From an optimization exercise on the open Yosys and OpenROAD flow, aimed at small area, a short achievable clock period and few clock cycles; shortcuts taken in it are not production practice. Only simulation tests tie the RTL to the original design; equivalence was not proved. Power and IR drop assume default switching activity.

==> flow/design.v <==
module cpu_core(
    input  wire        clk,
    input  wire        rest,
    input  wire [31:0] rom2if_ins_i,
    output wire [31:0] if2rom_ins_o,
    output wire [31:0] dmem_addr_o,
    output wire [31:0] dmem_wdata_o,
    output wire [3:0]  dmem_wstrb_o,
    input  wire [31:0] dmem_rdata_i
);
    reg  [31:2] pc;
    reg  [31:0] x_regs [1:31];
    reg  [31:1] rvalid;
    reg         xv;          
    reg  [31:0] xa, xb, xc;  
    reg  [4:0]  xrd;
    reg         xwen;        
    reg         xload, xstore, xbranch, xjalr, xpred;
    reg  [2:0]  xf3;
    reg         xsub;
    reg         xr_add, xr_slt, xr_sltu, xr_xor, xr_or, xr_and, xr_sll, xr_sr, xr_c;
    reg         xsra;
    reg  [31:0] mres;        
    reg  [31:0] mwd;         
    reg  [3:0]  mstrb;
    reg  [4:0]  mrd;
    reg         mwen, mload;
    reg  [2:0]  mf3;
    wire [31:0] bx   = xsub ? ~xb : xb;
    wire [32:0] sum  = {1'b0, xa} + {1'b0, bx} + {32'd0, xsub};
    wire [31:0] vxor = xa ^ xb;
    wire        eq   = ~|vxor;
    wire        ltu  = ~sum[32];
    wire        lt   = (xa[31] ^ xb[31]) ? xa[31] : sum[31];
    wire [31:0] a_rev;
    genvar gi;
    generate
        for (gi = 0; gi < 32; gi = gi + 1) begin : g_rev
            assign a_rev[gi] = xa[31 - gi];
        end
    endgenerate
    wire [31:0] sh_in   = xr_sll ? a_rev : xa;
    wire        sh_fill = xsra & xa[31];
    wire [31:0] sh_out  = $signed({sh_fill, sh_in}) >>> xb[4:0];
    wire [31:0] sh_rev;
    generate
        for (gi = 0; gi < 32; gi = gi + 1) begin : g_rev2
            assign sh_rev[gi] = sh_out[31 - gi];
        end
    endgenerate
    wire [31:0] alu =
          ({32{xr_add}}  & sum[31:0])
        | ({32{xr_slt}}  & {31'd0, lt})
        | ({32{xr_sltu}} & {31'd0, ltu})
        | ({32{xr_xor}}  & vxor)
        | ({32{xr_or}}   & (xa | xb))
        | ({32{xr_and}}  & (xa & xb))
        | ({32{xr_sll}}  & sh_rev)
        | ({32{xr_sr}}   & sh_out)
        | ({32{xr_c}}    & xc);
    reg btaken;
    always @(*) begin
        case (xf3)
            3'b000:  btaken = eq;
            3'b001:  btaken = ~eq;
            3'b100:  btaken = lt;
            3'b101:  btaken = ~lt;
            3'b110:  btaken = ltu;
            default: btaken = ~ltu;
        endcase
    end
    wire        redirect = xv & ((xbranch & (btaken ^ xpred)) | xjalr);
    wire [31:2] redirect_pc = xjalr ? sum[31:2] : xc[31:2];
    wire [1:0]  xbsel = sum[1:0];
    wire [31:0] xwd   = (xf3[1:0] == 2'b00) ? {4{xc[7:0]}} :
                        (xf3[1:0] == 2'b01) ? {2{xc[15:0]}} : xc;
    wire [3:0]  xstrb = ~(xv & xstore) ? 4'b0000 :
                        (xf3[1:0] == 2'b00) ? (4'b0001 << xbsel) :
                        (xf3[1:0] == 2'b01) ? (xbsel[1] ? 4'b1100 : 4'b0011) : 4'b1111;
    wire [31:0] xres  = (xload | xstore) ? sum[31:0] : alu;
    wire        xw    = xv & xwen;
    always @(posedge clk) begin
        if (!rest) begin
            mstrb <= 4'b0000;
            mwen  <= 1'b0;
        end else begin
            mstrb <= xstrb;
            mwen  <= xw;
        end
        mres  <= xres;
        mwd   <= xwd;
        mrd   <= xrd;
        mload <= xload;
        mf3   <= xf3;
    end
    assign dmem_addr_o  = mres;
    assign dmem_wdata_o = mwd;
    assign dmem_wstrb_o = mstrb;
    wire [1:0]  bsel = mres[1:0];
    wire [31:0] rsh = dmem_rdata_i >> {bsel, 3'b000};
    wire [31:0] ldata = (mf3[1:0] == 2'b00) ? {{24{rsh[7]  & ~mf3[2]}}, rsh[7:0]} :
                        (mf3[1:0] == 2'b01) ? {{16{rsh[15] & ~mf3[2]}}, rsh[15:0]} : rsh;
    wire [31:0] wdata = mload ? ldata : mres;
    wire        wen   = mwen;
    integer k;
    always @(posedge clk) begin
        for (k = 1; k < 32; k = k + 1)
            if (wen && mrd == k) x_regs[k] <= wdata;
    end
    always @(posedge clk) begin
        if (!rest) rvalid <= 31'd0;
        else if (wen) rvalid <= rvalid | (31'd1 << (mrd - 5'd1));
    end
    wire [31:0] ins = rom2if_ins_i;
    assign if2rom_ins_o = {pc, 2'b00};
    wire [4:0] op  = ins[6:2];
    wire [2:0] f3  = ins[14:12];
    wire [4:0] rd  = ins[11:7];
    wire [4:0] rs1 = ins[19:15];
    wire [4:0] rs2 = ins[24:20];
    wire d_lui    = (op == 5'b01101);
    wire d_auipc  = (op == 5'b00101);
    wire d_jal    = (op == 5'b11011);
    wire d_jalr   = (op == 5'b11001);
    wire d_branch = (op == 5'b11000);
    wire d_load   = (op == 5'b00000);
    wire d_store  = (op == 5'b01000);
    wire d_opi    = (op == 5'b00100);
    wire d_opr    = (op == 5'b01100);
    wire d_alu    = d_opi | d_opr;
    wire [31:0] imm_i = {{20{ins[31]}}, ins[31:20]};
    wire [31:0] imm_s = {{20{ins[31]}}, ins[31:25], ins[11:7]};
    wire [31:0] imm_b = {{19{ins[31]}}, ins[31], ins[7], ins[30:25], ins[11:8], 1'b0};
    wire [31:0] imm_j = {{11{ins[31]}}, ins[31], ins[19:12], ins[20], ins[30:21], 1'b0};
    wire [31:0] imm_u = {ins[31:12], 12'd0};
    wire        pred_b = d_branch & ins[31];
    wire        take   = d_jal | pred_b;
    wire [31:2] pc4    = pc + 30'd1;
    wire [31:2] tgt    = pc + (ins[3] ? imm_j[31:2] : imm_b[31:2]);
    reg [31:0] r1, r2;
    integer j;
    always @(*) begin
        r1 = 32'd0;
        r2 = 32'd0;
        for (j = 1; j < 32; j = j + 1) begin
            r1 = r1 | ({32{(rs1 == j) & rvalid[j]}} & x_regs[j]);
            r2 = r2 | ({32{(rs2 == j) & rvalid[j]}} & x_regs[j]);
        end
    end
    wire bx1 = xw  & (rs1 == xrd);
    wire bx2 = xw  & (rs2 == xrd);
    wire bm1 = wen & (rs1 == mrd);
    wire bm2 = wen & (rs2 == mrd);
    wire [31:0] v1 = bx1 ? alu : bm1 ? wdata : r1;
    wire [31:0] v2 = bx2 ? alu : bm2 ? wdata : r2;
    wire use_rs2 = d_opr | d_branch;
    wire [31:0] imm = d_store ? imm_s : (d_lui | d_auipc) ? imm_u : imm_i;
    wire [31:0] na = d_auipc ? {pc, 2'b00} : d_lui ? 32'd0 : v1;
    wire [31:0] nb = use_rs2 ? v2 : imm;
    wire [31:0] nc = d_store ? v2 : {(take | d_jalr | d_jal) ? pc4 : tgt, 2'b00};
    wire f_sra  = ins[30];
    wire n_sub  = (d_opr & (f3 == 3'b000) & ins[30]) | (d_alu & (f3[2:1] == 2'b01)) | d_branch;
    wire n_add  = (d_alu & (f3 == 3'b000)) | d_lui | d_auipc;
    always @(posedge clk) begin
        if (!rest) begin
            pc <= 30'd0;
            xv <= 1'b0;
        end else begin
            pc <= redirect ? redirect_pc : (take ? tgt : pc4);
            xv <= ~redirect;
        end
        xa <= na;
        xb <= nb;
        xc <= nc;
        xrd <= rd;
        xwen <= (rd != 5'd0) & (d_alu | d_lui | d_auipc | d_jal | d_jalr | d_load);
        xload <= d_load;
        xstore <= d_store;
        xbranch <= d_branch;
        xjalr <= d_jalr;
        xpred <= pred_b;
        xf3 <= f3;
        xsub <= n_sub;
        xr_add  <= n_add;
        xr_slt  <= d_alu & (f3 == 3'b010);
        xr_sltu <= d_alu & (f3 == 3'b011);
        xr_xor  <= d_alu & (f3 == 3'b100);
        xr_or   <= d_alu & (f3 == 3'b110);
        xr_and  <= d_alu & (f3 == 3'b111);
        xr_sll  <= d_alu & (f3 == 3'b001);
        xr_sr   <= d_alu & (f3 == 3'b101);
        xsra    <= f_sra;
        xr_c    <= d_jal | d_jalr;
    end
endmodule
Settings: LEC_CHECK=0, CAP_MARGIN=20, CORE_MARGIN=2, CORE_UTILIZATION=45, CTS_BUF_LIST=sky130_fd_sc_hd__clkbuf_8, CTS_CLUSTER_SIZE=24, SETUP_SLACK_MARGIN=3.0, SLEW_MARGIN=20; clock period 7.0 ns.
run.sh (not shown) runs the stock make flow with config.mk's settings and CLKGATE_MAP_FILE= SYNTH_SCRIPT=/design/flow/synth_recipe.tcl, a recipe that flattens the netlist after the stock synthesis.
The starting point completed without violations.
Testbench counts at the start, summed over its fixed seeds: cycles 19,130.
Next try:
- CORE_UTILIZATION: 45 -> 35
- CTS_BUF_LIST: sky130_fd_sc_hd__clkbuf_8 -> default
- CTS_CLUSTER_SIZE: 24 -> default
- SETUP_SLACK_MARGIN: 3.0 -> 3.5
Effect: The new run passed the timing, design-rule and antenna checks. Total power came out higher by about 5%. Worst setup slack gains 0.33 ns. Wire length came out higher by about 2.4%. Critical path depth came out higher by 6. Count of clock-buffer cells in the layout came out lower by 61.
Next try:
- CORE_UTILIZATION: 35 -> 45
- CTS_BUF_LIST: default -> sky130_fd_sc_hd__clkbuf_8
- CTS_CLUSTER_SIZE: default -> 24
- SETUP_SLACK_MARGIN: 3.5 -> 3.3
Worst setup slack gets worse by 0.093 ns.
Register-to-register slack gets worse by 0.09 ns.
Power shrinks by a few percent.
Critical path depth grows by 1.
Area after synthesis stays the same.
Combinational power shrinks by a little under a tenth.
Fmax shrinks by a few percent.
Worst hold slack gets worse by 0.034 ns.
Final area shrinks by a few percent.

## static timing again, ports no longer ideal
No port has a modelled driver above. Below, the same layouts with a new extraction and two added sets of constraints. Step 1, drivers: a clkbuf_16 drives clk and a buf_2 each remaining input, both assumed. Step 2 times the ports against the registers' clock, not the clock port: input delays grow and output delays shrink by t, the midpoint of the rising clock arrivals with the driver on. Three values: ideal, step 1, step 2; two values: the first two.
run | t, ns | setup slack, ns | latest minus earliest clock arrival (ns) | worst register clock-pin slew, ns | worst data-port slew with drivers (ns)
the first run | 1.070 | 2.705 / 2.732 / 1.681 | 0.089 / 0.089 | 0.08 / 0.08 | 0.17
the second run | 0.902 | 3.033 / 3.033 / 2.299 | 0.063 / 0.062 | 0.07 / 0.07 | 0.18
the third run | 1.058 | 2.940 / 2.940 / 1.998 | 0.079 / 0.079 | 0.07 / 0.07 | 0.21
After both steps setup and hold are still met in every run listed. The setup slack of the first run, which loses most, moves by +0.027 ns with the drivers and by -1.024 ns with both steps.
